This design comes from an exercise in tuning for small area on the open sky130 flow, not from production work. Function was not checked in any run shown here: the RTL went through the layout flow alone. No run shown here takes its clock network from TritonCTS; it comes from the design's own scripts or RTL. The flow treats the clock pin as an ideal source. Dropping or thinning the clock tree relies on that and would not hold on a real chip. Power figures rest on the tool's default switching activity, not on a simulated workload.

## flow/design.v

```verilog
`timescale 1ns / 1ps
module ClockDivider(
    input i_clk,
    input i_reset,
    output o_wrap,
    output o_pre_last
    );
    localparam [13:0] C_RESET = 14'b00111010110010;
    localparam [13:0] C_9899  = 14'b00101010001010;
    localparam [13:0] C_LAST  = 14'b11100011001110;
    reg [13:0] r_lo;
    assign o_wrap     = &{r_lo[13], r_lo[12], r_lo[11], ~r_lo[10], r_lo[7], r_lo[6], ~r_lo[5], r_lo[3], r_lo[2], r_lo[1], ~r_lo[0]};
    assign o_pre_last = &{~r_lo[12], r_lo[11], ~r_lo[10], r_lo[9], ~r_lo[8], r_lo[7], ~r_lo[6], ~r_lo[5], ~r_lo[4], r_lo[3], ~r_lo[2], ~r_lo[0]};
    wire w_fb = ~(r_lo[13] ^ r_lo[1] ^ r_lo[3] ^ r_lo[12]) ^ o_wrap;
    always @(posedge i_clk or posedge i_reset) begin
        if (i_reset) r_lo <= C_RESET;
        else         r_lo <= {r_lo[12:0], w_fb};
    end
endmodule
`timescale 1ns / 1ps
module Counter(
    input i_clk,
    input i_reset,
    input i_wrap,
    input i_pre_last,
    output [3:0] o_hi
    );
    reg [3:0] r_hi;
    assign o_hi = r_hi;
    wire w_hi9  = r_hi[3] & r_hi[0];    
    wire w_hi10 = r_hi[3] & r_hi[1];
    always @(posedge i_clk or posedge i_reset) begin
        if (i_reset)
            r_hi <= 4'd0;
        else if (w_hi9 ? i_pre_last : i_wrap)
            r_hi <= w_hi10 ? 4'd0 : r_hi + 4'd1;
    end
endmodule
`timescale 1ns / 1ps
module Comparator(
    input [3:0] i_hi,
    output o_light_1, o_light_2, o_light_3, o_light_4
    );
    assign o_light_1 = (i_hi == 4'd0);
    assign o_light_2 = (i_hi < 4'd4);
    assign o_light_3 = (i_hi < 4'd7);
    assign o_light_4 = ~(i_hi[3] & i_hi[1]);
endmodule
`timescale 1ns / 1ps
module ButtonController(
    input i_clk,
    input i_reset,
    input i_button,
    output o_release
    );
    localparam [19:0] S_0   = 20'b01101011001000111000;
    localparam [19:0] S_END = 20'b10110101100100011100;
    reg r_prevState;
    reg [19:0] r_lfsr;
    wire w_en   = i_button ^ r_prevState;
    wire w_term = &{r_lfsr[19], ~r_lfsr[18], r_lfsr[17], r_lfsr[16], ~r_lfsr[15], r_lfsr[14], ~r_lfsr[13], r_lfsr[12], r_lfsr[11], ~r_lfsr[10], ~r_lfsr[9], r_lfsr[8], ~r_lfsr[7], ~r_lfsr[6], ~r_lfsr[5], r_lfsr[4], r_lfsr[3], r_lfsr[2], ~r_lfsr[1]};
    wire w_fb   = ~(r_lfsr[19] ^ r_lfsr[2]) ^ w_term;
    assign o_release = w_en & w_term & r_prevState;
    always @(posedge i_clk or posedge i_reset) begin
        if (i_reset) begin
            r_prevState <= 1'b0;
            r_lfsr <= S_0;
        end
        else if (w_en) begin
            r_lfsr <= {r_lfsr[18:0], w_fb};
            if (w_term) r_prevState <= ~r_prevState;
        end
    end
endmodule
`timescale 1ns / 1ps
module FSM_Light(
    input i_clk,
    input i_reset,
    input [2:0] i_button,
    output [4:1] o_level
    );
    reg [2:0] r_level;
    wire w_top = r_level[2] & ~r_level[0];    
    wire w_bot = ~r_level[1] & ~r_level[0];   
    assign o_level[1] = r_level[1] | r_level[0];
    assign o_level[2] = r_level[1];
    assign o_level[3] = r_level[2];
    assign o_level[4] = w_top;
    always @(posedge i_clk or posedge i_reset) begin
        if (i_reset)
            r_level <= 3'b000;
        else if (i_button[0]) begin
            if (!w_top) r_level <= {r_level[1:0], ~r_level[2]};
        end
        else if (i_button[1]) begin
            if (!w_bot) r_level <= {~r_level[0], r_level[2:1]};
        end
        else if (i_button[2])
            r_level <= 3'b000;
    end
endmodule
`timescale 1ns / 1ps
module MUX(
    input i_clk,
    input i_reset,
    input [4:1] i_x,
    input [4:1] i_level,
    output o_y
    );
    reg r_y;
    assign o_y = r_y;
    always @(posedge i_clk or posedge i_reset) begin
        if (i_reset)
            r_y <= 1'b0;
        else
            r_y <= i_level[1] & (i_x[1] | (i_level[2] & (i_x[2] | (i_level[3] & (i_x[3] | (i_level[4] & i_x[4]))))));
    end
endmodule
`timescale 1ns / 1ps
module FSM_LightStand(
    input i_clk,
    input i_reset,
    input [2:0] i_button,
    output o_pwm_light
    );
    wire w_wrap, w_pre_last;
    ClockDivider clkdiv(
        .i_clk(i_clk),
        .i_reset(i_reset),
        .o_wrap(w_wrap),
        .o_pre_last(w_pre_last)
    );
    wire [3:0] w_hi;
    Counter count(
        .i_clk(i_clk),
        .i_reset(i_reset),
        .i_wrap(w_wrap),
        .i_pre_last(w_pre_last),
        .o_hi(w_hi)
    );
    wire [4:1] w_light;
    Comparator comp(
        .i_hi(w_hi),
        .o_light_1(w_light[1]),
        .o_light_2(w_light[2]),
        .o_light_3(w_light[3]),
        .o_light_4(w_light[4])
    );
    wire [2:0] w_release;
    ButtonController UpBTN(
        .i_clk(i_clk),
        .i_reset(i_reset),
        .i_button(i_button[0]),
        .o_release(w_release[0])
    );
    ButtonController DownBTN(
        .i_clk(i_clk),
        .i_reset(i_reset),
        .i_button(i_button[1]),
        .o_release(w_release[1])
    );
    ButtonController OffBTN(
        .i_clk(i_clk),
        .i_reset(i_reset),
        .i_button(i_button[2]),
        .o_release(w_release[2])
    );
    wire [4:1] w_level;
    FSM_Light fsm_led(
        .i_clk(i_clk),
        .i_reset(i_reset),
        .i_button(w_release),
        .o_level(w_level)
    );
    MUX pwmsel(
        .i_clk(i_clk),
        .i_reset(i_reset),
        .i_x(w_light),
        .i_level(w_level),
        .o_y(o_pwm_light)
    );
endmodule
```

## flow/flow/run.sh

```bash
#!/bin/bash
# The standard synthesis and layout (standard.sh), with these changes
# to how the layout is made:
#  - clock tree: three clkbuf_16, each at the centre of an equal share of
#    the flip-flops, driven by the clock port (flow/pre_cts.tcl replaces
#    clock_tree_synthesis)
#  - after CTS, combinational cells and buffers go down to the smallest
#    drive strength that leaves no slew, cap or timing violation
#    (flow/post_cts.tcl)
#  - port buffers are buf_1; repair aims at the library's own cap and slew
#    limits; core utilization 70%
# ORFS writes each step's full log under orfs/logs/; this script's own
# output goes to flow_run.log.
set -euo pipefail
export FLOW_CLK_BUF=sky130_fd_sc_hd__clkbuf_16
export FLOW_CLK_K=3
bash standard.sh \
  "PRE_CTS_TCL=$PWD/flow/pre_cts.tcl" "POST_CTS_TCL=$PWD/flow/post_cts.tcl" \
  "BUFFER_PORTS_ARGS=-buffer_cell sky130_fd_sc_hd__buf_1" \
  CAP_MARGIN=0 SLEW_MARGIN=0 CORE_UTILIZATION=70 \
  finish > flow_run.log 2>&1
```

## flow/flow/post_cts.tcl

```tcl
# After CTS and its timing repair: move each combinational cell and buffer
# to the smallest cell of the same function (same name but for the drive
# strength) that leaves no max-slew or max-capacitance violation and keeps
# setup and hold slack above a margin. Flip-flops and clock buffers keep
# their cells.
proc my_violations { } {
  set bad 0
  if { [sta::max_slew_violation_count] > 0 } { set bad 1 }
  if { [sta::max_capacitance_violation_count] > 0 } { set bad 1 }
  if { [worst_slack -max] < 1.0 } { set bad 1 }
  if { [worst_slack -min] < 0.1 } { set bad 1 }
  return $bad
}

proc my_downsize { } {
  estimate_parasitics -placement
  if { [my_violations] } {
    puts "my_downsize: violations before downsizing; skipped"
    return
  }
  set saved 0.0
  set n 0
  foreach inst [get_cells *] {
    set name [get_full_name $inst]
    set ref [get_property $inst ref_name]
    if { [string match clkbuf_* $name] } { continue }
    if { ![regexp {^(sky130_fd_sc_hd__[a-z0-9]+)_([0-9]+)$} $ref -> base size] } { continue }
    if { [regexp {__(df|sdf|edf|sedf|dl|tap|fill|decap|conb|diode)} $ref] } { continue }
    set cur_area [get_property [get_lib_cells $ref] area]
    set cands {}
    foreach lc [get_lib_cells ${base}_*] {
      set lname [get_name $lc]
      if { ![regexp {^sky130_fd_sc_hd__[a-z0-9]+_[0-9]+$} $lname] } { continue }
      if { [get_property $lc dont_use] } { continue }
      set a [get_property $lc area]
      if { $a < $cur_area - 1e-6 } { lappend cands [list $a $lname] }
    }
    foreach cand [lsort -real -index 0 $cands] {
      lassign $cand a lname
      replace_cell $inst $lname
      if { [my_violations] } {
        replace_cell $inst $ref
      } else {
        puts "my_downsize: $name $ref -> $lname"
        set saved [expr { $saved + $cur_area - $a }]
        incr n
        break
      }
    }
  }
  puts "my_downsize: $n cells, [format %.2f $saved] um2 saved"
}
my_downsize

proc my_clk_pin_slew { buf } {
  set worst 0.0
  set net [get_nets -of_objects [get_pins [get_full_name $buf]/X]]
  foreach pin [get_pins -of_objects $net -filter "direction == input"] {
    foreach p {slew_max_rise slew_max_fall} {
      set s [sta::time_ui_sta [get_property $pin $p]]
      if { $s > $worst } { set worst $s }
    }
  }
  return $worst
}

proc my_downsize_clock { } {
  set limit [expr { $::env(FLOW_CLK_SLEW_PS) * 1e-12 }]
  estimate_parasitics -placement
  foreach buf [get_cells clkbuf_*] {
    set ref [get_property $buf ref_name]
    set s [my_clk_pin_slew $buf]
    puts "my_downsize_clock: [get_full_name $buf] $ref slew [format %.1f [expr { $s * 1e12 }]] ps"
    foreach cand {sky130_fd_sc_hd__clkbuf_4 sky130_fd_sc_hd__clkbuf_8} {
      if { [get_property [get_lib_cells $cand] area] >= [get_property [get_lib_cells $ref] area] } { continue }
      replace_cell $buf $cand
      set s2 [my_clk_pin_slew $buf]
      if { $s2 <= $limit && ![my_violations] } {
        puts "my_downsize_clock: [get_full_name $buf] $ref -> $cand slew [format %.1f [expr { $s2 * 1e12 }]] ps"
        break
      }
      replace_cell $buf $ref
    }
  }
}
if { [info exists ::env(FLOW_CLK_SLEW_PS)] } { my_downsize_clock }

# the cells changed in place; legalize again to be safe
detailed_placement
check_placement -verbose
```

## flow/flow/pre_cts.tcl

```tcl
proc clock_tree_synthesis { args } {
  set block [ord::get_db_block]
  set net [$block findNet i_clk]
  set k $::env(FLOW_CLK_K)
  set pins {}
  set xs {}
  set ys {}
  foreach it [$net getITerms] {
    set b [[$it getInst] getBBox]
    lappend pins "[[$it getInst] getName]/[[$it getMTerm] getName]"
    lappend xs [expr { ([$b xMin] + [$b xMax]) / 2.0 }]
    lappend ys [expr { ([$b yMin] + [$b yMax]) / 2.0 }]
  }
  set n [llength $pins]
  # initial centres: sinks spread along the sorted x+y order
  set order [lsort -real -indices [lmap x $xs y $ys { expr { $x + 0.7 * $y } }]]
  set cx {}
  set cy {}
  for { set c 0 } { $c < $k } { incr c } {
    set i [lindex $order [expr { int(($c + 0.5) * $n / $k) }]]
    lappend cx [lindex $xs $i]
    lappend cy [lindex $ys $i]
  }
  # k-means with at most ceil(n/k) sinks per group: each round assigns
  # the sink-group pairs in order of distance, skipping full groups
  set cap [expr { ($n + $k - 1) / $k }]
  for { set iter 0 } { $iter < 30 } { incr iter } {
    set pairs {}
    set i 0
    foreach x $xs y $ys {
      for { set c 0 } { $c < $k } { incr c } {
        lappend pairs [list [expr { abs($x - [lindex $cx $c]) + abs($y - [lindex $cy $c]) }] $i $c]
      }
      incr i
    }
    set assign [lrepeat $n -1]
    set fill [lrepeat $k 0]
    foreach p [lsort -real -index 0 $pairs] {
      lassign $p d i c
      if { [lindex $assign $i] >= 0 || [lindex $fill $c] >= $cap } { continue }
      lset assign $i $c
      lset fill $c [expr { [lindex $fill $c] + 1 }]
    }
    set ncx {}
    set ncy {}
    for { set c 0 } { $c < $k } { incr c } {
      set sx 0.0
      set sy 0.0
      set m 0
      foreach a $assign x $xs y $ys {
        if { $a == $c } {
          set sx [expr { $sx + $x }]
          set sy [expr { $sy + $y }]
          incr m
        }
      }
      if { $m > 0 } {
        lappend ncx [expr { $sx / $m }]
        lappend ncy [expr { $sy / $m }]
      } else {
        lappend ncx [lindex $cx $c]
        lappend ncy [lindex $cy $c]
      }
    }
    set cx $ncx
    set cy $ncy
  }
  for { set c 0 } { $c < $k } { incr c } {
    set loads {}
    foreach a $assign p $pins {
      if { $a == $c } { lappend loads [get_pins $p] }
    }
    if { [llength $loads] == 0 } { continue }
    set x [ord::dbu_to_microns [expr { int([lindex $cx $c]) }]]
    set y [ord::dbu_to_microns [expr { int([lindex $cy $c]) }]]
    puts "clock buffer $c: [llength $loads] sinks at $x $y"
    insert_buffer -buffer_cell $::env(FLOW_CLK_BUF) -net i_clk -load_pins $loads \
      -location [list $x $y] -buffer_name clkbuf_$c -net_name clk_$c
  }
  set_propagated_clock [all_clocks]
}
```

## flow/standard.sh

```bash
#!/bin/bash
# synth_recipe.tcl (not shown) runs the flow's synth.tcl, then flattens the netlist and writes it again
# the make line also repeats each setting of config.mk as NAME=value (left out here)
make -C /OpenROAD-flow-scripts/flow DESIGN_CONFIG=/design/flow/config.mk WORK_HOME=/design/flow/orfs CLKGATE_MAP_FILE= SYNTH_SCRIPT=/design/flow/synth_recipe.tcl "${@:-finish}"
```

## flow/config.mk

```make
export PLATFORM = sky130hd
export DESIGN_NAME = FSM_LightStand
export DESIGN_NICKNAME = FSM_LightStand
export VERILOG_FILES = /design/flow/design.v
export SDC_FILE = /design/flow/constraint.sdc
export NUM_CORES = 4
export LEC_CHECK = 0
export CAP_MARGIN = 20
export CORE_MARGIN = 2
export CORE_UTILIZATION = 40
export SLEW_MARGIN = 20
```

## flow/constraint.sdc

```tcl
create_clock -name core_clock -period 10.0 [get_ports {i_clk}]
set_input_delay 2.0000 -clock core_clock [delete_from_list [all_inputs] [get_ports {i_clk}]]
set_output_delay 2.0000 -clock core_clock [all_outputs]
set_load 0.01 [all_outputs]
```

==> results of run 1 <==
[flip-flops by register name, indices dropped and copies added, names as in the netlist]
register / count
UpBTN.r_lfsr: 20
fsm_led.r_level: 3
OffBTN.r_prevState: 1
DownBTN.r_prevState: 1
clkdiv.r_lo: 14
count.r_hi: 4
DownBTN.r_lfsr: 20
UpBTN.r_prevState: 1
pwmsel.r_y: 1
OffBTN.r_lfsr: 20
[report_power, final]
group / total [mW] / internal [mW] / switching, mW
Clock: 0.135 / 0.0554 / 0.0797
Combinational: 0.174 / 0.115 / 0.0591
Sequential: 0.597 / 0.505 / 0.0926
[routing by layer]
layer	GRT usage (%)	up-vias	share of wire (%)
li1	-	917	-
met1	30.1	965	46
met2	34.5	18	51
met3	0.937	7	1.5
met4	1.98	0	1.3
met5	0	-	0
[final cells by class, without the clock buffers]
type	count	share of cell area, %
tap	67	2.28
multi-input combinational	153	35.1
timing repair buffer	9	1.02
inverter	6	0.612
sequential	85	59.0
[stage by stage]
step / setup WS, ns / cell area (um^2) / hold WS, ns / power [mW]
after floorplan: 5.86 / 3530 / 0.351 / 0.727
after global placement: 6.70 / 3640 / 0.354 / 0.760
after detailed placement: 6.61 / 3640 / 0.358 / 0.786
after global routing: 6.30 / 3680 / 0.381 / 0.963
final: 6.42 / 3680 / 0.374 / 0.907
[synthesized netlist by cell type (all sizes together) (4+ instances only)]
master,count
mux2,61
dfrtp,51
dfstp,34
nand2,10
nor2,10
clkbuf,6
inv,6
nand3,5
nor4b,5
xnor2,5
a21oi,4
nor3,4
o21ai,4
xor2,4
[cell families (layout without fill, tap and decap cells)]
kind of cell | after synthesis | in the layout
flip-flops | 85 | 85
multiplexers | 61 | 61
adder cells (fa/ha/maj) | 2 | 2
buffers and inverters | 12 | 18
XOR/XNOR | 9 | 9
AO/OA/AOI/OAI | 20 | 20
AND/OR/NAND/NOR | 61 | 61
[worst max-delay path by stage]
stage                            from                            end  slack, ns
after global placement    i_button[2]   OffBTN.r_lfsr[1]$_DFFE_PP0N_       6.70
after detailed placement  i_button[2]   OffBTN.r_lfsr[6]$_DFFE_PP0N_       6.61
final                     i_button[2]  OffBTN.r_lfsr[11]$_DFFE_PP0N_       6.42
after floorplan               i_reset  DownBTN.r_lfsr[0]$_DFFE_PP0N_       5.86
after global routing      i_button[2]  OffBTN.r_lfsr[11]$_DFFE_PP0N_       6.30
==> impl_metrics.py, run 1 <==
metrics = {
    "synthesis": {
        "yosys.area_share.xor_xnor_pct": 2.23,
        "syn-instance-count": 250,
        "synthesis.nets": 257,
        "synth_top_area_share_pct": 36.1,
        "count_of_synthesis_stage_warnings_from_yosys": 5,
        "post_synth_mux_area_share_pct": 19.5,
        "share_of_synthesized_registers_carrying_an_async_set_or_reset_pct": 100,
        "syn_avg_cell_area_um2": 14.1,
        "synth_ff_type": "dfrtp_1",
        "netlist_area_before_placement_um2": 3530,
        "largest_family_of_logic_cells_by_synthesized_area": "multiplexers",
        "synth_compound_area_share_pct": 3.90,
        "synth_enable_flop_cells": 0,
        "netlist-cell-type-count": 45,
        "ys_seq_elements": 85,
        "synth_area_leaders": "dfrtp_1 (36%), dfstp_2 (25%), mux2_2 (19%)",
        "yosys.area_share.adder_pct": 0.709,
        "yosys.area.top_type": "dfrtp_1",
        "synth_simple_gate_area_share_pct": 11.0,
        "synth-seq-area-share_pct": 61.4,
    },
    "finish": {
        "drive_gt1_share_pct": 38.3,
        "most-common-layout-cells": "mux2_2 (59), dfrtp_1 (51), dfstp_2 (34), nand2_1 (10), nor2_1 (10)",
        "layout.cells.most_common": "mux2_2",
        "area.sequential_um2": 2170,
        "area_growth_syn_to_layout_pct": 4.18,
        "area_used_by_multi_input_combinational_logic_um2": 1290,
        "diodes": 0,
        "nNetsFinal": 265,
        "fin_util_pct": 76.9,
        "instances_no_fill": 323,
        "nFillCells": 295,
    },
    "floorplanning": {
        "die_width_um": 75.0,
        "start_util_pct": 73.8,
        "std_cell_rows": 25,
        "vertical_die_dimension_um": 75.0,
        "io_pins": 6,
        "die-area_um2": 5630,
        "core_region_area_um2": 4790,
    },
    "sta": {
        "timing.slew.headroom_pct": 31.5,
        "post-route-min-period_ns": 3.58,
        "slew_violations": 0,
        "fin_tns_setup_ns": 0,
        "worst_slew_pin_slew_ns": 1.03,
        "max_freq_mhz": 279,
        "clock_skew_ns": 0.00570,
        "grt_setup_unrepaired": "false",
        "timing_hold_violations_final": 0,
        "setup_viol_count_final": 0,
        "final_min_period_over_clock_period_pct": 35.8,
    },
    "setup_path": {
        "endpoint_kind": "flop",
        "critPathMostFrequentCell": "buf_1",
        "worst_stage_delay_on_the_critical_path_ns": 0.64,
        "timing.critical_path.from_type": "input port",
        "critical_path_depth": 4,
        "required_time_at_the_endpoint_of_the_critical_path_ns": 10.05,
        "crit_chain": "buf_1 -> xnor2_1 -> buf_1 -> mux2_2",
        "cp_top_family": "buffers and inverters",
        "r2r_setup_slack_ns": 7.76,
        "crit-reg2reg-capture": "OffBTN.r_prevState$_DFFE_PP0P_",
        "crit_buf_inv": 2,
        "critical_path_top_delay_cell": "buf_1",
        "path_max_fanout": 16,
        "timing.setup.critical_path_class": "input port to flop",
        "cp.arrival_ns": 3.63,
        "rr_startpoint": "OffBTN.r_lfsr[4]$_DFFE_PP1N_",
        "worst_r2r_path_depth": 4,
    },
    "routing": {
        "routed_via_density": 5.90,
        "route.detailed.wl_per_inst_um": 16.2,
        "route.final.wire_length_um": 5230,
        "antenna_violating_nets_post_route": 0,
        "drt-pass1-iter-count": 4,
        "post-route-drc-count": 0,
        "routed-via-count": 1907,
        "detail_route.iter0.violations": 167,
    },
    "place": {
        "routability_cong": 0.856,
        "io_buffers": 5,
        "placed_cells": 320,
        "dpl.hpwl_um": 3680,
    },
    "min_path": {
        "worstHoldPathCells": 0,
        "hold_path.class": "flop to flop",
        "hold_end": "clkdiv.r_lo[10]$_DFF_PP1_",
        "holdCritStartpoint": "clkdiv.r_lo[9]$_DFF_PP1_",
    },
    "power": {
        "power.ir.vdd_worst_mv": 0.185,
        "power_density_nw_per_um2": 246,
        "static_power_due_to_leakage_nw": 1.47,
    },
    "flow_run": {
        "max_cap_viol_count": 0,
    },
    "global_routing": {
        "globalRouteOverflowTotal": 0,
        "grt_antenna_before_repair": 0,
        "grt_start_max_net_pins": 86,
        "globalRouteTotalUtil_pct": 20.1,
        "first_pass_grt_wire_length_um": 9050,
        "via_count_of_the_first_global_routing_pass": 1949,
    },
    "outcome": {
        "run_status": "timing/DRC/antenna clean",
    },
    "clock_network": {
        "insertion_delay_ns": 0.16,
        "cts_clock_pin_slew_for_the_worst_setup_and_hold_paths_ns": 0.10,
    },
}
==> inputs of run 2 (changes only) <==
--- a/flow/design.v
+++ b/flow/design.v
@@ -5,13 +5,13 @@
     output o_wrap,
     output o_pre_last
     );
-    localparam [13:0] C_RESET = 14'b00111010110010;
-    localparam [13:0] C_9899  = 14'b00101010001010;
-    localparam [13:0] C_LAST  = 14'b11100011001110;
+    localparam [13:0] C_RESET = 14'b11100100000010;
+    localparam [13:0] C_9899  = 14'b00001101111011;
+    localparam [13:0] C_LAST  = 14'b11101101101100;
     reg [13:0] r_lo;
-    assign o_wrap     = &{r_lo[13], r_lo[12], r_lo[11], ~r_lo[10], r_lo[7], r_lo[6], ~r_lo[5], r_lo[3], r_lo[2], r_lo[1], ~r_lo[0]};
-    assign o_pre_last = &{~r_lo[12], r_lo[11], ~r_lo[10], r_lo[9], ~r_lo[8], r_lo[7], ~r_lo[6], ~r_lo[5], ~r_lo[4], r_lo[3], ~r_lo[2], ~r_lo[0]};
-    wire w_fb = ~(r_lo[13] ^ r_lo[1] ^ r_lo[3] ^ r_lo[12]) ^ o_wrap;
+    assign o_wrap     = &{r_lo[13], r_lo[12], r_lo[11], ~r_lo[10], r_lo[9], r_lo[8], ~r_lo[7], r_lo[6], r_lo[5], ~r_lo[4], r_lo[2], ~r_lo[0]};
+    assign o_pre_last = &{~r_lo[13], ~r_lo[12], ~r_lo[11], ~r_lo[10], r_lo[9], r_lo[8], ~r_lo[7], r_lo[6], r_lo[5], r_lo[4], r_lo[3], ~r_lo[2]};
+    wire w_fb = ~(r_lo[13] ^ r_lo[2] ^ r_lo[9] ^ r_lo[10]) ^ o_wrap;
     always @(posedge i_clk or posedge i_reset) begin
         if (i_reset) r_lo <= C_RESET;
         else         r_lo <= {r_lo[12:0], w_fb};
@@ -23,28 +23,39 @@
     input i_reset,
     input i_wrap,
     input i_pre_last,
-    output [3:0] o_hi
+    output [3:0] o_hi,
+    output o_last
     );
     reg [3:0] r_hi;
+    reg r_last;
     assign o_hi = r_hi;
-    wire w_hi9  = r_hi[3] & r_hi[0];    
-    wire w_hi10 = r_hi[3] & r_hi[1];
+    assign o_last = r_last;
+    wire w_hi9 = r_hi[3] & r_hi[0];
     always @(posedge i_clk or posedge i_reset) begin
-        if (i_reset)
+        if (i_reset) begin
             r_hi <= 4'd0;
-        else if (w_hi9 ? i_pre_last : i_wrap)
-            r_hi <= w_hi10 ? 4'd0 : r_hi + 4'd1;
+            r_last <= 1'b0;
+        end
+        else begin
+            if (i_wrap)
+                r_hi <= w_hi9 ? 4'd0 : r_hi + 4'd1;
+            if (i_wrap)
+                r_last <= 1'b0;
+            else if (i_pre_last & w_hi9)
+                r_last <= 1'b1;
+        end
     end
 endmodule
 `timescale 1ns / 1ps
 module Comparator(
     input [3:0] i_hi,
+    input i_last,
     output o_light_1, o_light_2, o_light_3, o_light_4
     );
     assign o_light_1 = (i_hi == 4'd0);
     assign o_light_2 = (i_hi < 4'd4);
     assign o_light_3 = (i_hi < 4'd7);
-    assign o_light_4 = ~(i_hi[3] & i_hi[1]);
+    assign o_light_4 = ~i_last;
 endmodule
 `timescale 1ns / 1ps
 module ButtonController(
@@ -131,16 +142,19 @@
         .o_pre_last(w_pre_last)
     );
     wire [3:0] w_hi;
+    wire w_last;
     Counter count(
         .i_clk(i_clk),
         .i_reset(i_reset),
         .i_wrap(w_wrap),
         .i_pre_last(w_pre_last),
-        .o_hi(w_hi)
+        .o_hi(w_hi),
+        .o_last(w_last)
     );
     wire [4:1] w_light;
     Comparator comp(
         .i_hi(w_hi),
+        .i_last(w_last),
         .o_light_1(w_light[1]),
         .o_light_2(w_light[2]),
         .o_light_3(w_light[3]),
==> impl_metrics.py, run 2 <==
metrics = {
    "outcome": {
        "run_status": "timing/DRC/antenna clean",
    },
    "finish": {
        "diodes": 0,
        "most-common-layout-cells": "mux2_2 (61), dfrtp_1 (54), dfstp_2 (32), nand2_1 (11), nand4_1 (8)",
        "area_growth_syn_to_layout_pct": 4.52,
        "drive_gt1_share_pct": 39.5,
        "nNetsFinal": 265,
        "finish.instance_area_um2": 3700,
        "instances_no_fill": 323,
        "nFillCells": 309,
        "largestRegisters": "DownBTN.r_lfsr: 20 flops, OffBTN.r_lfsr: 20 flops, UpBTN.r_lfsr: 20 flops",
        "layout.cells.most_common": "mux2_2",
    },
    "sta": {
        "max_freq_mhz": 269,
        "worst_slew_pin_slew_ns": 1.19,
        "setup_viol_count_final": 0,
        "post-route-min-period_ns": 3.72,
        "final_min_period_over_clock_period_pct": 37.2,
        "setup_slack_ns": 6.28,
        "fin_tns_setup_ns": 0,
        "timing.slew.headroom_pct": 19.5,
        "timing_hold_violations_final": 0,
        "clock_skew_ns": 0.0103,
        "slew_violations": 0,
        "grt_setup_unrepaired": "false",
    },
    "power": {
        "swShare_pct": 25.6,
        "switchingPower_mw": 0.235,
        "fin_total_pwr_mw": 0.918,
        "static_power_due_to_leakage_nw": 1.48,
        "power.ir.vdd_worst_mv": 0.205,
        "power_report.internal_total_mw": 0.683,
        "power_density_nw_per_um2": 248,
        "share_clk_of_total_power_pct": 14.6,
        "power_frac_comb_pct": 19.6,
        "seq_power_share_pct": 65.8,
    },
    "clock_network": {
        "cts_clock_pin_slew_for_the_worst_setup_and_hold_paths_ns": 0.10,
        "insertion_delay_ns": 0.16,
    },
    "routing": {
        "detail_route.iter0.violations": 107,
        "routed-via-count": 1902,
        "route.detailed.wl_per_inst_um": 15.7,
        "post-route-drc-count": 0,
        "antenna_violating_nets_post_route": 0,
        "route.final.wire_length_um": 5080,
        "drt-pass1-iter-count": 4,
        "routed_via_density": 5.89,
    },
    "synthesis": {
        "share_of_synthesized_registers_carrying_an_async_set_or_reset_pct": 100,
        "synth_top_cells_by_count": "mux2_2 (61), dfrtp_1 (54), dfstp_2 (32), nand2_1 (11), nand4_1 (8)",
        "ys_seq_elements": 86,
        "yosys.area.top_type": "dfrtp_1",
        "synthMostInstantiatedCell": "mux2_2",
        "count_of_synthesis_stage_warnings_from_yosys": 5,
        "synth_area_leaders": "dfrtp_1 (38%), dfstp_2 (24%), mux2_2 (19%)",
        "synth_ff_type": "dfrtp_1",
        "synth-seq-area-share_pct": 61.9,
        "syn_avg_cell_area_um2": 14.1,
        "synth_top_area_share_pct": 38.2,
        "synth_enable_flop_cells": 0,
        "syn-instance-count": 251,
        "netlist_area_before_placement_um2": 3540,
        "synthesis.nets": 258,
        "netlist-cell-type-count": 34,
    },
    "min_path": {
        "worstHoldPathCells": 0,
        "hold_end": "clkdiv.r_lo[12]$_DFF_PP1_",
        "holdCritStartpoint": "clkdiv.r_lo[11]$_DFF_PP1_",
        "hold_path.class": "flop to flop",
    },
    "global_routing": {
        "grt_antenna_before_repair": 0,
        "globalRouteTotalUtil_pct": 19.3,
        "via_count_of_the_first_global_routing_pass": 1959,
        "grt_start_max_net_pins": 87,
        "globalRouteOverflowTotal": 0,
        "first_pass_grt_wire_length_um": 8700,
    },
    "place": {
        "io_buffers": 5,
        "placed_cells": 320,
        "pre_cts_slack_ns": 6.28,
        "dpl_cell_area_um2": 3650,
        "routability_cong": 0.774,
        "dpl.hpwl_um": 3600,
    },
    "setup_path": {
        "worst_stage_delay_on_the_critical_path_ns": 0.76,
        "crit-reg2reg-capture": "count.r_hi[3]$_DFFE_PP0P_",
        "critical_path_top_delay_cell": "xnor2_1",
        "rr_startpoint": "clkdiv.r_lo[8]$_DFF_PP1_",
        "cp.arrival_ns": 3.78,
        "path_max_fanout": 11,
        "r2r_setup_slack_ns": 7.53,
        "crit_chain": "buf_1 -> xnor2_1 -> buf_1 -> mux2_2",
        "timing.setup.critical_path_class": "input port to flop",
        "endpoint_kind": "flop",
        "required_time_at_the_endpoint_of_the_critical_path_ns": 10.05,
        "worst_r2r_path_depth": 5,
        "critPathMostFrequentCell": "buf_1",
        "timing.critical_path.from_type": "input port",
    },
    "floorplanning": {
        "core_region_area_um2": 4790,
        "io_pins": 6,
        "std_cell_rows": 25,
        "die-area_um2": 5640,
        "start_util_pct": 74.0,
        "die_width_um": 75.1,
        "vertical_die_dimension_um": 75.1,
    },
    "flow_run": {
        "max_cap_viol_count": 0,
    },
}
## run 2: routing by layer
layer | up-vias | GRT usage (%) | share of wire, %
met2 | 14 | 34.3 | 50
li1 | 917 | - | -
met5 | - | 0 | 0
met4 | 0 | 2.18 | 0.81
met3 | 4 | 1.61 | 1.9
met1 | 967 | 27.0 | 47
## run 2: layout make-up, without the clock buffers
| class | count | area, um^2 | area share [%] |
|---|---|---|---|
| inverter | 6 | 22.5 | 0.609 |
| multi-input combinational | 153 | 1290 | 34.9 |
| sequential | 86 | 2190 | 59.2 |
| tap | 67 | 83.8 | 2.27 |
| timing repair buffer | 8 | 33.8 | 0.913 |
## run 2: critical path: cells and delay by family
kind                      cells  cell delay [ns]
buffers and inverters         2             0.60
muxes                         1             0.41
xor gates and xnor gates      1             0.76
## run 2: how the worst max path moves through the flow
| stage | start | endpoint | slack (ns) | cells past startpoint |
|---|---|---|---|---|
| floorplan | i_reset | DownBTN.r_lfsr[0]$_DFFE_PP0N_ | 5.83 | 1 |
| global placement | i_button[2] | OffBTN.r_lfsr[11]$_DFFE_PP0N_ | 6.34 | 4 |
| detailed placement | i_button[2] | OffBTN.r_lfsr[10]$_DFFE_PP0N_ | 6.28 | 4 |
| global route | i_button[2] | OffBTN.r_lfsr[10]$_DFFE_PP0N_ | 6.14 | 4 |
| finish | i_button[2] | OffBTN.r_lfsr[10]$_DFFE_PP0N_ | 6.28 | 4 |
## run 2: kinds of logic after synthesis
logic type / count (synthesis) / share of synthesized area, %
AO/OA/AOI/OAI: 17 / 3.04
buffers and inverters: 12 / 1.27
AND/OR/NAND/NOR: 63 / 11.2
multiplexers: 61 / 19.4
adder cells (fa/ha/maj): 2 / 0.707
XOR/XNOR: 10 / 2.47
flip-flops: 86 / 61.9
## run 2: power groups by stage
stage	logic, mW	clock network [mW]	registers, mW
final	0.180	0.134	0.604
after global routing	0.197	0.151	0.626
after detailed placement	0.182	0	0.612
after global placement	0.170	0	0.600
after floorplan	0.158	0	0.577
## run 2: metrics by stage
stage | hold WS, ns | util, %
after global placement | 0.355 | 76.3
after floorplan | 0.346 | -
after global routing | 0.391 | 77.3
after detailed placement | 0.368 | 76.3
final | 0.383 | 77.3
==> inputs of run 3 (changes only) <==
--- a/flow/design.v
+++ b/flow/design.v
@@ -23,39 +23,28 @@
     input i_reset,
     input i_wrap,
     input i_pre_last,
-    output [3:0] o_hi,
-    output o_last
+    output [3:0] o_hi
     );
     reg [3:0] r_hi;
-    reg r_last;
     assign o_hi = r_hi;
-    assign o_last = r_last;
-    wire w_hi9 = r_hi[3] & r_hi[0];
+    wire w_hi9  = r_hi[3] & r_hi[0];    
+    wire w_hi10 = r_hi[3] & r_hi[1];
     always @(posedge i_clk or posedge i_reset) begin
-        if (i_reset) begin
+        if (i_reset)
             r_hi <= 4'd0;
-            r_last <= 1'b0;
-        end
-        else begin
-            if (i_wrap)
-                r_hi <= w_hi9 ? 4'd0 : r_hi + 4'd1;
-            if (i_wrap)
-                r_last <= 1'b0;
-            else if (i_pre_last & w_hi9)
-                r_last <= 1'b1;
-        end
+        else if (w_hi9 ? i_pre_last : i_wrap)
+            r_hi <= w_hi10 ? 4'd0 : r_hi + 4'd1;
     end
 endmodule
 `timescale 1ns / 1ps
 module Comparator(
     input [3:0] i_hi,
-    input i_last,
     output o_light_1, o_light_2, o_light_3, o_light_4
     );
     assign o_light_1 = (i_hi == 4'd0);
     assign o_light_2 = (i_hi < 4'd4);
     assign o_light_3 = (i_hi < 4'd7);
-    assign o_light_4 = ~i_last;
+    assign o_light_4 = ~(i_hi[3] & i_hi[1]);
 endmodule
 `timescale 1ns / 1ps
 module ButtonController(
@@ -64,13 +53,13 @@
     input i_button,
     output o_release
     );
-    localparam [19:0] S_0   = 20'b01101011001000111000;
-    localparam [19:0] S_END = 20'b10110101100100011100;
+    localparam [19:0] S_0   = 20'b00000001101011001000;
+    localparam [19:0] S_END = 20'b00000010110101100100;
     reg r_prevState;
     reg [19:0] r_lfsr;
     wire w_en   = i_button ^ r_prevState;
-    wire w_term = &{r_lfsr[19], ~r_lfsr[18], r_lfsr[17], r_lfsr[16], ~r_lfsr[15], r_lfsr[14], ~r_lfsr[13], r_lfsr[12], r_lfsr[11], ~r_lfsr[10], ~r_lfsr[9], r_lfsr[8], ~r_lfsr[7], ~r_lfsr[6], ~r_lfsr[5], r_lfsr[4], r_lfsr[3], r_lfsr[2], ~r_lfsr[1]};
-    wire w_fb   = ~(r_lfsr[19] ^ r_lfsr[2]) ^ w_term;
+    wire w_term = &{~r_lfsr[19], ~r_lfsr[18], ~r_lfsr[17], ~r_lfsr[16], ~r_lfsr[15], ~r_lfsr[14], ~r_lfsr[12], r_lfsr[11], r_lfsr[10], ~r_lfsr[9], r_lfsr[8], ~r_lfsr[7], r_lfsr[6], r_lfsr[5], ~r_lfsr[4], ~r_lfsr[3], r_lfsr[2], ~r_lfsr[1], ~r_lfsr[0]};
+    wire w_fb   = ~(r_lfsr[19] ^ r_lfsr[2]);
     assign o_release = w_en & w_term & r_prevState;
     always @(posedge i_clk or posedge i_reset) begin
         if (i_reset) begin
@@ -78,7 +67,7 @@
             r_lfsr <= S_0;
         end
         else if (w_en) begin
-            r_lfsr <= {r_lfsr[18:0], w_fb};
+            r_lfsr <= {r_lfsr[18:14], r_lfsr[13] ^ w_term, r_lfsr[12:0], w_fb};
             if (w_term) r_prevState <= ~r_prevState;
         end
     end
@@ -90,24 +79,17 @@
     input [2:0] i_button,
     output [4:1] o_level
     );
-    reg [2:0] r_level;
-    wire w_top = r_level[2] & ~r_level[0];    
-    wire w_bot = ~r_level[1] & ~r_level[0];   
-    assign o_level[1] = r_level[1] | r_level[0];
-    assign o_level[2] = r_level[1];
-    assign o_level[3] = r_level[2];
-    assign o_level[4] = w_top;
+    reg [4:1] r_level;
+    assign o_level = r_level;
     always @(posedge i_clk or posedge i_reset) begin
         if (i_reset)
-            r_level <= 3'b000;
-        else if (i_button[0]) begin
-            if (!w_top) r_level <= {r_level[1:0], ~r_level[2]};
-        end
-        else if (i_button[1]) begin
-            if (!w_bot) r_level <= {~r_level[0], r_level[2:1]};
-        end
+            r_level <= 4'b0000;
+        else if (i_button[0])
+            r_level <= {r_level[3:1], 1'b1};
+        else if (i_button[1])
+            r_level <= {1'b0, r_level[4:2]};
         else if (i_button[2])
-            r_level <= 3'b000;
+            r_level <= 4'b0000;
     end
 endmodule
 `timescale 1ns / 1ps
@@ -142,19 +124,16 @@
         .o_pre_last(w_pre_last)
     );
     wire [3:0] w_hi;
-    wire w_last;
     Counter count(
         .i_clk(i_clk),
         .i_reset(i_reset),
         .i_wrap(w_wrap),
         .i_pre_last(w_pre_last),
-        .o_hi(w_hi),
-        .o_last(w_last)
+        .o_hi(w_hi)
     );
     wire [4:1] w_light;
     Comparator comp(
         .i_hi(w_hi),
-        .i_last(w_last),
         .o_light_1(w_light[1]),
         .o_light_2(w_light[2]),
         .o_light_3(w_light[3]),
==> impl_metrics.py, run 3 <==
metrics = {
    "routing": {
        "route.final.wire_length_um": 5520,
        "route.detailed.wl_per_inst_um": 17.4,
        "post-route-drc-count": 0,
        "antenna_violating_nets_post_route": 0,
        "detail_route.iter0.violations": 118,
        "drt-pass1-iter-count": 4,
        "routed_via_density": 6.05,
        "routed-via-count": 1918,
    },
    "min_path": {
        "hold_path.class": "flop to flop",
    },
    "floorplanning": {
        "die_width_um": 75.1,
        "vertical_die_dimension_um": 75.1,
        "std_cell_rows": 25,
        "core_region_area_um2": 4790,
        "io_pins": 6,
        "die-area_um2": 5640,
        "start_util_pct": 74.0,
    },
    "synthesis": {
        "synth_top_cells_by_count": "dfrtp_1 (63), mux2_1 (37), dfstp_2 (23), mux2_2 (23), nand2_1 (12)",
        "synth_enable_flop_cells": 0,
        "yosys.area.top_type": "dfrtp_1",
        "synth-seq-area-share_pct": 61.6,
        "syn_avg_cell_area_um2": 14.3,
        "synthMostInstantiatedCell": "dfrtp_1",
        "ys_seq_elements": 86,
        "netlist-cell-type-count": 40,
        "syn-instance-count": 247,
        "synth_ff_type": "dfrtp_1",
        "synthesis.nets": 254,
        "synth_top_area_share_pct": 44.5,
        "count_of_synthesis_stage_warnings_from_yosys": 5,
        "share_of_synthesized_registers_carrying_an_async_set_or_reset_pct": 100,
        "synth_area_leaders": "dfrtp_1 (45%), dfstp_2 (17%), mux2_1 (12%)",
        "netlist_area_before_placement_um2": 3540,
    },
    "setup_path": {
        "rr_startpoint": "UpBTN.r_lfsr[6]$_DFFE_PP1N_",
        "timing.setup.critical_path_class": "input port to flop",
        "path_max_fanout": 22,
        "cp.arrival_ns": 3.63,
        "critical_path.startpoint": "i_button[1]",
        "required_time_at_the_endpoint_of_the_critical_path_ns": 10.05,
        "timing.critical_path.from_type": "input port",
        "critPathCapture": "DownBTN.r_lfsr[17]$_DFFE_PP0N_",
        "endpoint_kind": "flop",
        "crit-reg2reg-capture": "fsm_led.r_level[2]$_DFFE_PP0P_",
        "worst_r2r_path_depth": 5,
        "r2r_setup_slack_ns": 7.29,
    },
    "sta": {
        "grt_setup_unrepaired": "false",
        "fin_tns_setup_ns": 0,
        "slew_violations": 0,
        "clock_skew_ns": 0.00471,
        "worst_slew_pin_slew_ns": 1.15,
        "timing_hold_violations_final": 0,
        "timing.slew.headroom_pct": 22.6,
        "post-route-min-period_ns": 3.57,
        "final_min_period_over_clock_period_pct": 35.7,
        "max_freq_mhz": 280,
        "setup_viol_count_final": 0,
        "setup_slack_ns": 6.43,
    },
    "global_routing": {
        "globalRouteTotalUtil_pct": 20.9,
        "grt_start_max_net_pins": 87,
        "globalRouteOverflowTotal": 0,
        "grt_antenna_before_repair": 0,
        "first_pass_grt_wire_length_um": 9320,
        "via_count_of_the_first_global_routing_pass": 1958,
    },
    "finish": {
        "layout.cells.most_common": "dfrtp_1",
        "largestRegisters": "DownBTN.r_lfsr: 20 flops, OffBTN.r_lfsr: 20 flops, UpBTN.r_lfsr: 20 flops",
        "area_used_by_multi_input_combinational_logic_um2": 1290,
        "diodes": 0,
        "nFillCells": 289,
        "fin_util_pct": 76.7,
        "most-common-layout-cells": "dfrtp_1 (63), mux2_1 (37), dfstp_2 (23), mux2_2 (23), nand2_1 (12)",
        "nNetsFinal": 259,
        "area_growth_syn_to_layout_pct": 3.75,
        "area.sequential_um2": 2180,
        "drive_gt1_share_pct": 20.8,
    },
    "power": {
        "switchingPower_mw": 0.242,
        "static_power_due_to_leakage_nw": 1.49,
        "power.ir.vdd_worst_mv": 0.177,
        "power_report.internal_total_mw": 0.648,
        "seq_power_share_pct": 66.5,
        "power_density_nw_per_um2": 242,
        "power_frac_comb_pct": 18.2,
        "share_clk_of_total_power_pct": 15.3,
        "fin_total_pwr_mw": 0.890,
        "swShare_pct": 27.2,
    },
    "outcome": {
        "run_status": "timing/DRC/antenna clean",
    },
    "flow_run": {
        "max_cap_viol_count": 0,
    },
    "clock_network": {
        "insertion_delay_ns": 0.16,
        "cts_clock_pin_slew_for_the_worst_setup_and_hold_paths_ns": 0.10,
    },
    "place": {
        "pre_cts_slack_ns": 6.41,
        "routability_cong": 0.833,
        "dpl.hpwl_um": 3820,
        "io_buffers": 5,
    },
}
## run 3: cell count changes in the layout (fill, tap and decap cells not counted), moves of 9 or more
cell	before	now
dfrtp_1	54	63
mux2_2	61	23
mux2_1	0	37
dfstp_2	32	23
## run 3: layout make-up, without the clock buffers
class	count	share of cell area, %
Sequential cell	86	59.4
Multi-Input combinational cell	150	35.1
Tap cell	67	2.28
Timing Repair Buffer	7	0.818
Inverter	4	0.409
## run 3: worst min-delay path by stage
stage,from,end,slack [ns],depth (start not counted)
after floorplan,clkdiv.r_lo[3]$_DFF_PP0_,clkdiv.r_lo[4]$_DFF_PP0_,0.35,0
final,clkdiv.r_lo[6]$_DFF_PP0_,clkdiv.r_lo[7]$_DFF_PP0_,0.38,0
after detailed placement,clkdiv.r_lo[6]$_DFF_PP0_,clkdiv.r_lo[7]$_DFF_PP0_,0.37,0
after global placement,clkdiv.r_lo[0]$_DFF_PP0_,clkdiv.r_lo[1]$_DFF_PP1_,0.35,0
after global routing,clkdiv.r_lo[11]$_DFF_PP1_,clkdiv.r_lo[12]$_DFF_PP1_,0.39,0
## run 3: through the flow
| stage | std cells | instance area (um^2) | hold WS, ns |
|---|---|---|---|
| global placement | 314 | 3650 | 0.353 |
| finish | 317 | 3670 | 0.384 |
| floorplan | 247 | 3540 | 0.347 |
| detailed placement | 314 | 3650 | 0.366 |
| global route | 317 | 3670 | 0.393 |
## run 3: power groups by stage
stage          registers (mW)  clock network [mW]  logic, mW
3_5_place_dp            0.601                   0      0.167
6_report                0.592               0.136      0.162
5_1_grt                 0.609               0.152      0.179
2_1_floorplan           0.564                   0      0.142
3_3_place_gp            0.585                   0      0.153
## run 3: kinds of logic (layout without fill, tap and decap cells)
group | Yosys count | after routing | share of synthesized area (%)
flip-flops | 86 | 86 | 61.6
AND/OR/NAND/NOR | 56 | 56 | 10.6
AO/OA/AOI/OAI | 19 | 19 | 3.54
adder cells (fa/ha/maj) | 2 | 2 | 0.707
buffers and inverters | 11 | 14 | 1.17
multiplexers | 61 | 61 | 19.4
XOR/XNOR | 12 | 12 | 2.97
## run 3: routing by layer
layer	global-route usage (%)	vias up	routed length [um]
met1	30.2	1005	2610
li1	-	893	-
met4	1.79	0	37
met3	1.61	3	98
met2	36.5	17	2770
met5	0	-	0
## run 3: worst max-delay path: stages
cell and delay, ns:
buf_1 0.19, xor2_1 0.16, buf_1 0.85, mux2_2 0.43
==> inputs of run 4 (changes only) <==
--- a/flow/design.v
+++ b/flow/design.v
@@ -5,13 +5,13 @@
     output o_wrap,
     output o_pre_last
     );
-    localparam [13:0] C_RESET = 14'b11100100000010;
-    localparam [13:0] C_9899  = 14'b00001101111011;
-    localparam [13:0] C_LAST  = 14'b11101101101100;
+    localparam [13:0] C_RESET = 14'b00111010110010;
+    localparam [13:0] C_9899  = 14'b00101010001010;
+    localparam [13:0] C_LAST  = 14'b11100011001110;
     reg [13:0] r_lo;
-    assign o_wrap     = &{r_lo[13], r_lo[12], r_lo[11], ~r_lo[10], r_lo[9], r_lo[8], ~r_lo[7], r_lo[6], r_lo[5], ~r_lo[4], r_lo[2], ~r_lo[0]};
-    assign o_pre_last = &{~r_lo[13], ~r_lo[12], ~r_lo[11], ~r_lo[10], r_lo[9], r_lo[8], ~r_lo[7], r_lo[6], r_lo[5], r_lo[4], r_lo[3], ~r_lo[2]};
-    wire w_fb = ~(r_lo[13] ^ r_lo[2] ^ r_lo[9] ^ r_lo[10]) ^ o_wrap;
+    assign o_wrap     = &{r_lo[13], r_lo[12], r_lo[11], ~r_lo[10], r_lo[7], r_lo[6], ~r_lo[5], r_lo[3], r_lo[2], r_lo[1], ~r_lo[0]};
+    assign o_pre_last = &{~r_lo[12], r_lo[11], ~r_lo[10], r_lo[9], ~r_lo[8], r_lo[7], ~r_lo[6], ~r_lo[5], ~r_lo[4], r_lo[3], ~r_lo[2], ~r_lo[0]};
+    wire w_fb = ~(r_lo[13] ^ r_lo[1] ^ r_lo[3] ^ r_lo[12]) ^ o_wrap;
     always @(posedge i_clk or posedge i_reset) begin
         if (i_reset) r_lo <= C_RESET;
         else         r_lo <= {r_lo[12:0], w_fb};
==> impl_metrics.py, run 4 <==
metrics = {
    "routing": {
        "detail_route.iter0.violations": 135,
        "drt-pass1-iter-count": 4,
        "route.detailed.wl_per_inst_um": 16.4,
        "routed-via-count": 1856,
        "routed_via_density": 5.85,
        "route.final.wire_length_um": 5200,
        "antenna_violating_nets_post_route": 0,
        "post-route-drc-count": 0,
    },
    "synthesis": {
        "synthMostInstantiatedCell": "dfrtp_1",
        "syn-instance-count": 247,
        "yosys.area_share.xor_xnor_pct": 2.98,
        "synth_area_leaders": "dfrtp_1 (43%), dfstp_2 (19%), mux2_1 (11%)",
        "ys_seq_elements": 86,
        "synth_simple_gate_area_share_pct": 10.7,
        "count_of_synthesis_stage_warnings_from_yosys": 5,
        "yosys.area_share.adder_pct": 0.708,
        "synth-seq-area-share_pct": 61.8,
        "synth_top_area_share_pct": 43.2,
        "synth_ff_type": "dfrtp_1",
        "synth_top_cells_by_count": "dfrtp_1 (61), mux2_1 (36), dfstp_2 (25), mux2_2 (24), nand2_1 (11)",
        "synthesis.nets": 254,
        "yosys.area.top_type": "dfrtp_1",
        "share_of_synthesized_registers_carrying_an_async_set_or_reset_pct": 100,
        "syn_avg_cell_area_um2": 14.3,
        "largest_family_of_logic_cells_by_synthesized_area": "multiplexers",
        "post_synth_mux_area_share_pct": 19.4,
        "synth_enable_flop_cells": 0,
        "netlist_area_before_placement_um2": 3530,
        "netlist-cell-type-count": 37,
        "synth_compound_area_share_pct": 3.22,
    },
    "min_path": {
        "hold_end": "clkdiv.r_lo[11]$_DFF_PP1_",
        "worstHoldPathCells": 0,
        "holdCritStartpoint": "clkdiv.r_lo[10]$_DFF_PP1_",
        "hold_path.class": "flop to flop",
    },
    "outcome": {
        "run_status": "timing/DRC/antenna clean",
    },
    "floorplanning": {
        "start_util_pct": 73.8,
        "vertical_die_dimension_um": 75.0,
        "die-area_um2": 5630,
        "die_width_um": 75.0,
        "std_cell_rows": 25,
        "core_region_area_um2": 4790,
        "io_pins": 6,
    },
    "sta": {
        "max_freq_mhz": 273,
        "clock_skew_ns": 0.00626,
        "slew_violations": 0,
        "setup_viol_count_final": 0,
        "post-route-min-period_ns": 3.67,
        "final_min_period_over_clock_period_pct": 36.7,
        "grt_setup_unrepaired": "false",
        "fin_tns_setup_ns": 0,
        "worst_slew_pin_slew_ns": 1.12,
        "timing_hold_violations_final": 0,
        "timing.slew.headroom_pct": 24.7,
    },
    "clock_network": {
        "cts_clock_pin_slew_for_the_worst_setup_and_hold_paths_ns": 0.10,
        "insertion_delay_ns": 0.16,
    },
    "flow_run": {
        "max_cap_viol_count": 0,
    },
    "setup_path": {
        "endpoint_kind": "flop",
        "timing.critical_path.from_type": "input port",
        "crit-reg2reg-capture": "fsm_led.r_level[2]$_DFFE_PP0P_",
        "cp.arrival_ns": 3.72,
        "rr_startpoint": "UpBTN.r_lfsr[6]$_DFFE_PP1N_",
        "required_time_at_the_endpoint_of_the_critical_path_ns": 10.06,
        "worst_r2r_path_depth": 5,
        "path_max_fanout": 22,
        "r2r_setup_slack_ns": 7.44,
        "timing.setup.critical_path_class": "input port to flop",
    },
    "place": {
        "placed_cells": 314,
        "io_buffers": 5,
        "dpl.hpwl_um": 3630,
        "routability_cong": 0.759,
    },
    "finish": {
        "instances_no_fill": 317,
        "area_growth_syn_to_layout_pct": 3.75,
        "layout.cells.most_common": "dfrtp_1",
        "drive_gt1_share_pct": 22.0,
        "diodes": 0,
        "nNetsFinal": 259,
        "largestRegisters": "DownBTN.r_lfsr: 20 flops, OffBTN.r_lfsr: 20 flops, UpBTN.r_lfsr: 20 flops",
        "most-common-layout-cells": "dfrtp_1 (61), mux2_1 (36), dfstp_2 (25), mux2_2 (24), nand2_1 (11)",
    },
    "power": {
        "fin_total_pwr_mw": 0.883,
        "power.ir.vdd_worst_mv": 0.225,
        "power_density_nw_per_um2": 241,
        "static_power_due_to_leakage_nw": 1.49,
    },
    "global_routing": {
        "globalRouteOverflowTotal": 0,
        "globalRouteTotalUtil_pct": 20.0,
        "grt_antenna_before_repair": 0,
        "grt_start_max_net_pins": 87,
        "first_pass_grt_wire_length_um": 9020,
        "via_count_of_the_first_global_routing_pass": 1942,
    },
}
-- run 4: changes by cell type in the layout (fill, tap and decap cells not counted), sizes merged, moves of 2 or more --
cell / before / now
dfstp: 23 / 25
nor4bb: 4 / 2
dfrtp: 63 / 61
nor4b: 5 / 7
-- run 4: metrics by stage --
step                      setup slack [ns]  hold WS [ns]  instance area (um^2)  utilization [%]
after global placement                6.53         0.355                  3640             76.1
after floorplan                       5.82         0.351                  3530                -
final                                 6.33         0.374                  3660             76.6
after detailed placement              6.43         0.359                  3640             76.1
after global routing                  6.26         0.382                  3660             76.6
-- run 4: cells by family after synthesis --
group	Yosys count
adder cells (fa/ha/maj)	2
flip-flops	86
multiplexers	61
buffers and inverters	11
XOR/XNOR	12
AO/OA/AOI/OAI	18
AND/OR/NAND/NOR	57
-- run 4: critical path, stage by stage --
cell and delay [ns]:
buf_1 0.21, xor2_1 0.24, buf_1 0.83, mux2_2 0.43
-- run 4: final cells by class, without the clock buffers --
type                            instances  area, um^2
Timing Repair Buffer                    7        30.0
Inverter                                4        15.0
Fill cell                             285        1120
Multi-Input combinational cell        150        1280
Tap cell                               67        83.8
Sequential cell                        86        2180
-- run 4: where the power goes --
part,internal (mW),leakage [nW],switching [mW]
Combinational,0.0989,0.441,0.0602
Sequential,0.494,1.01,0.0934
Clock,0.0555,0.0370,0.0815
-- run 4: worst max path at each step --
stage                startpoint                             end  slack, ns
global route        i_button[1]  DownBTN.r_lfsr[17]$_DFFE_PP0N_       6.26
global placement    i_button[0]     UpBTN.r_lfsr[8]$_DFFE_PP0N_       6.53
detailed placement  i_button[2]   OffBTN.r_lfsr[17]$_DFFE_PP0N_       6.43
finish              i_button[1]  DownBTN.r_lfsr[13]$_DFFE_PP0N_       6.33
floorplan               i_reset   DownBTN.r_lfsr[0]$_DFFE_PP0N_       5.82
-- run 4: layer usage --
| metal | up-vias | track usage [%] | wire [um] |
|---|---|---|---|
| met5 | - | 0 | 0 |
| met4 | 0 | 1.98 | 37 |
| met3 | 5 | 1.20 | 82 |
| met2 | 13 | 35.2 | 2520 |
| met1 | 945 | 29.1 | 2560 |
| li1 | 893 | - | - |
==> inputs of run 5 (changes only) <==
--- a/flow/design.v
+++ b/flow/design.v
@@ -5,13 +5,13 @@
     output o_wrap,
     output o_pre_last
     );
-    localparam [13:0] C_RESET = 14'b00111010110010;
-    localparam [13:0] C_9899  = 14'b00101010001010;
-    localparam [13:0] C_LAST  = 14'b11100011001110;
+    localparam [13:0] C_RESET = 14'b10000101101001;
+    localparam [13:0] C_9899  = 14'b11100001101001;
+    localparam [13:0] C_LAST  = 14'b01010100101111;
     reg [13:0] r_lo;
-    assign o_wrap     = &{r_lo[13], r_lo[12], r_lo[11], ~r_lo[10], r_lo[7], r_lo[6], ~r_lo[5], r_lo[3], r_lo[2], r_lo[1], ~r_lo[0]};
-    assign o_pre_last = &{~r_lo[12], r_lo[11], ~r_lo[10], r_lo[9], ~r_lo[8], r_lo[7], ~r_lo[6], ~r_lo[5], ~r_lo[4], r_lo[3], ~r_lo[2], ~r_lo[0]};
-    wire w_fb = ~(r_lo[13] ^ r_lo[1] ^ r_lo[3] ^ r_lo[12]) ^ o_wrap;
+    assign o_wrap     = &{~r_lo[13], r_lo[12], ~r_lo[11], r_lo[10], ~r_lo[7], ~r_lo[6], r_lo[5], ~r_lo[4], r_lo[3], r_lo[2], r_lo[1], r_lo[0]};
+    assign o_pre_last = &{r_lo[13], r_lo[12], r_lo[11], ~r_lo[10], ~r_lo[9], ~r_lo[8], r_lo[5], ~r_lo[4], r_lo[3], ~r_lo[2], ~r_lo[1], r_lo[0]};
+    wire w_fb = ~(r_lo[13] ^ r_lo[5] ^ r_lo[7] ^ r_lo[12]) ^ o_wrap;
     always @(posedge i_clk or posedge i_reset) begin
         if (i_reset) r_lo <= C_RESET;
         else         r_lo <= {r_lo[12:0], w_fb};
@@ -23,28 +23,39 @@
     input i_reset,
     input i_wrap,
     input i_pre_last,
-    output [3:0] o_hi
+    output [3:0] o_hi,
+    output o_last
     );
     reg [3:0] r_hi;
+    reg r_last;
     assign o_hi = r_hi;
-    wire w_hi9  = r_hi[3] & r_hi[0];    
-    wire w_hi10 = r_hi[3] & r_hi[1];
+    assign o_last = r_last;
+    wire w_hi9 = r_hi[3] & r_hi[0];
     always @(posedge i_clk or posedge i_reset) begin
-        if (i_reset)
+        if (i_reset) begin
             r_hi <= 4'd0;
-        else if (w_hi9 ? i_pre_last : i_wrap)
-            r_hi <= w_hi10 ? 4'd0 : r_hi + 4'd1;
+            r_last <= 1'b0;
+        end
+        else begin
+            if (i_wrap)
+                r_hi <= w_hi9 ? 4'd0 : r_hi + 4'd1;
+            if (i_wrap)
+                r_last <= 1'b0;
+            else if (i_pre_last & w_hi9)
+                r_last <= 1'b1;
+        end
     end
 endmodule
 `timescale 1ns / 1ps
 module Comparator(
     input [3:0] i_hi,
+    input i_last,
     output o_light_1, o_light_2, o_light_3, o_light_4
     );
     assign o_light_1 = (i_hi == 4'd0);
     assign o_light_2 = (i_hi < 4'd4);
     assign o_light_3 = (i_hi < 4'd7);
-    assign o_light_4 = ~(i_hi[3] & i_hi[1]);
+    assign o_light_4 = ~i_last;
 endmodule
 `timescale 1ns / 1ps
 module ButtonController(
@@ -124,16 +135,19 @@
         .o_pre_last(w_pre_last)
     );
     wire [3:0] w_hi;
+    wire w_last;
     Counter count(
         .i_clk(i_clk),
         .i_reset(i_reset),
         .i_wrap(w_wrap),
         .i_pre_last(w_pre_last),
-        .o_hi(w_hi)
+        .o_hi(w_hi),
+        .o_last(w_last)
     );
     wire [4:1] w_light;
     Comparator comp(
         .i_hi(w_hi),
+        .i_last(w_last),
         .o_light_1(w_light[1]),
         .o_light_2(w_light[2]),
         .o_light_3(w_light[3]),
==> impl_metrics.py, run 5 <==
metrics = {
    "outcome": {
        "run_status": "timing/DRC/antenna clean",
    },
    "sta": {
        "post-route-min-period_ns": 3.46,
        "timing.slew.headroom_pct": 23.9,
        "timing_hold_violations_final": 0,
        "grt_setup_unrepaired": "false",
        "worst_slew_pin_slew_ns": 1.14,
        "slew_violations": 0,
        "final_min_period_over_clock_period_pct": 34.6,
        "max_freq_mhz": 289,
        "fin_tns_setup_ns": 0,
        "setup_viol_count_final": 0,
        "clock_skew_ns": 0.0110,
    },
    "global_routing": {
        "grt_antenna_before_repair": 0,
        "top_usage_layer": "met2",
        "met2_resource_use_gr_pct": 36.8,
        "first_pass_grt_wire_length_um": 9230,
        "grt_start_max_net_pins": 88,
        "globalRouteMet3Util_pct": 1.59,
        "globalRouteTotalUtil_pct": 20.7,
        "via_count_of_the_first_global_routing_pass": 2006,
        "grtUsageMet1_pct": 28.6,
        "globalRouteOverflowTotal": 0,
    },
    "synthesis": {
        "synth-seq-area-share_pct": 62.0,
        "yosys.area.top_type": "dfrtp_1",
        "synth_area_leaders": "dfrtp_1 (44%), dfstp_2 (18%), mux2_2 (18%)",
        "synthMostInstantiatedCell": "dfrtp_1",
        "syn_avg_cell_area_um2": 14.3,
        "netlist_area_before_placement_um2": 3560,
        "synthesis.nets": 256,
        "synth_top_cells_by_count": "dfrtp_1 (63), mux2_2 (56), dfstp_2 (24), nand2_1 (12), nor2_1 (9)",
        "synth_ff_type": "dfrtp_1",
        "synth_top_area_share_pct": 44.3,
        "netlist-cell-type-count": 40,
        "synth_enable_flop_cells": 0,
        "ys_seq_elements": 87,
        "count_of_synthesis_stage_warnings_from_yosys": 5,
        "syn-instance-count": 249,
        "share_of_synthesized_registers_carrying_an_async_set_or_reset_pct": 100,
    },
    "place": {
        "routability_cong": 0.787,
        "io_buffers": 5,
        "dpl.hpwl_um": 3810,
        "placed_cells": 317,
    },
    "finish": {
        "instances_no_fill": 320,
        "fin_util_pct": 76.4,
        "diodes": 0,
        "area_growth_syn_to_layout_pct": 3.30,
        "largestRegisters": "DownBTN.r_lfsr: 20 flops, OffBTN.r_lfsr: 20 flops, UpBTN.r_lfsr: 20 flops",
        "nFillCells": 309,
        "nNetsFinal": 262,
        "layout.cells.most_common": "dfrtp_1",
        "most-common-layout-cells": "dfrtp_1 (63), mux2_2 (56), dfstp_2 (24), nand2_1 (12), nor2_1 (9)",
        "drive_gt1_share_pct": 35.2,
    },
    "floorplanning": {
        "core_region_area_um2": 4820,
        "die_width_um": 75.3,
        "std_cell_rows": 25,
        "die-area_um2": 5670,
        "io_pins": 6,
        "vertical_die_dimension_um": 75.3,
        "start_util_pct": 73.9,
    },
    "setup_path": {
        "worst_stage_delay_on_the_critical_path_ns": 0.82,
        "required_time_at_the_endpoint_of_the_critical_path_ns": 10.05,
        "endpoint_kind": "flop",
        "critical_path_top_delay_cell": "buf_1",
        "critPathMostFrequentCell": "buf_1",
        "crit_chain": "buf_1 -> xor2_1 -> buf_1 -> mux2_2",
        "timing.setup.critical_path_class": "input port to flop",
        "cp.arrival_ns": 3.51,
        "path_max_fanout": 22,
        "timing.critical_path.from_type": "input port",
    },
    "routing": {
        "antenna_violating_nets_post_route": 0,
        "route.final.wire_length_um": 5410,
        "routed-via-count": 1902,
        "drt-pass1-iter-count": 4,
        "detail_route.iter0.violations": 196,
        "routed_via_density": 5.94,
        "route.detailed.wl_per_inst_um": 16.9,
        "post-route-drc-count": 0,
    },
    "flow_run": {
        "max_cap_viol_count": 0,
    },
    "power": {
        "power.ir.vdd_worst_mv": 0.180,
        "static_power_due_to_leakage_nw": 1.52,
        "power_density_nw_per_um2": 246,
    },
    "min_path": {
        "hold_path.class": "flop to flop",
    },
    "clock_network": {
        "cts_clock_pin_slew_for_the_worst_setup_and_hold_paths_ns": 0.11,
        "insertion_delay_ns": 0.17,
    },
}
-- run 5: cell count changes after synthesis, moves of 4 or more --
| cell | previous run | this run |
|---|---|---|
| buf_2 | 0 | 4 |
| clkbuf_1 | 7 | 2 |
| o21ai_0 | 2 | 6 |
| mux2_1 | 36 | 1 |
| mux2_2 | 24 | 56 |
-- run 5: final timing paths --
kind	from	to	slack, ns	cells past startpoint
hold / removal	clkdiv.r_lo[5]$_DFF_PP1_	clkdiv.r_lo[6]$_DFF_PP1_	0.39	0
max in group asynchronous	i_reset	UpBTN.r_lfsr[19]$_DFFE_PP0N_	7.26	3
setup / recovery	i_button[1]	DownBTN.r_lfsr[5]$_DFFE_PP0N_	6.54	4
setup reg to reg	DownBTN.r_lfsr[15]$_DFFE_PP0N_	fsm_led.r_level[1]$_DFFE_PP0P_	7.77	5
hold reg to reg	clkdiv.r_lo[5]$_DFF_PP1_	clkdiv.r_lo[6]$_DFF_PP1_	0.39	0
min in group asynchronous	i_reset	fsm_led.r_level[1]$_DFFE_PP0P_	2.12	3
-- run 5: where the power goes --
part | total (mW) | switching, mW | internal [mW]
sequential | 0.592 | 0.0936 | 0.498
clock | 0.138 | 0.0822 | 0.0555
combinational | 0.177 | 0.0640 | 0.113
-- run 5: metrics by stage --
stage	hold WS [ns]	total power [mW]	instance area (um^2)	setup WS (ns)
finish	0.390	0.907	3680	6.54
global route	0.402	0.959	3680	6.46
detailed placement	0.382	0.781	3670	6.42
global placement	0.361	0.749	3670	6.50
floorplan	0.354	0.720	3560	5.79
-- run 5: cells by family (layout without fill, tap and decap cells) --
logic type | Yosys count | count (layout) | share of synthesized area [%]
fa+ha+maj | 2 | 2 | 0.703
xor+xnor | 13 | 13 | 3.20
buf+inv | 12 | 16 | 1.41
mux | 57 | 57 | 18.0
compound gates | 18 | 18 | 3.02
simple gates | 60 | 60 | 11.7
flops | 87 | 87 | 62.0
-- run 5: worst max-delay path, delay by kind of cell --
family / cells / cell delay [ns]
mux: 1 / 0.42
xor+xnor: 1 / 0.15
buf+inv: 2 / 0.94
-- run 5: area by class of cell, without the clock buffers --
class	instances	area, um^2	share of cell area (%)
flip-flops and latches	87	2210	60.0
multi-input cells	150	1260	34.3
well taps	67	83.8	2.28
repair buffers	7	30.0	0.816
inverters	6	22.5	0.612
-- run 5: routing by layer --
layer / vias up / wire [um] / share of wire (%)
met1: 981 / 2440 / 45
li1: 895 / - / -
met5: - / 0 / 0
met4: 0 / 90 / 1.7
met3: 10 / 116 / 2.1
met2: 16 / 2760 / 51

afterwards: timing with drivers on the ports:
Ports are ideal in the flow. The routed layouts listed here were re-timed in OpenROAD. Step 1: set_driving_cell puts a clkbuf_16 on i_clk and a buf_2 on each other input, an assumption about the parent block. Step 2 times the ports against the registers' clock, not the clock port: input delays grow and output delays shrink by t, the midpoint of the rising clock arrivals with the driver on. Three values: ideal, step 1, step 2; two values: the first two.
| run | t (ns) | setup slack, ns | clock arrival spread, ns | worst data-port slew with drivers (ns) | pins driven straight from the clock port |
|---|---|---|---|---|---|
| run 1 | 0.219 | 6.421 / 6.457 / 6.238 | 0.006 / 0.006 | 0.03 | 3 |
| run 2 | 0.214 | 6.278 / 6.306 / 6.092 | 0.011 / 0.011 | 0.04 | 3 |
| run 3 | 0.220 | 6.426 / 6.460 / 6.240 | 0.005 / 0.005 | 0.03 | 3 |
| run 4 | 0.217 | 6.331 / 6.366 / 6.148 | 0.007 / 0.007 | 0.03 | 3 |
| run 5 | 0.223 | 6.537 / 6.571 / 6.348 | 0.012 / 0.012 | 0.03 | 3 |
After both steps every run listed still meets setup and hold. The setup slack of run 5, which loses most, moves by +0.034 ns with the drivers and by -0.189 ns with both steps.
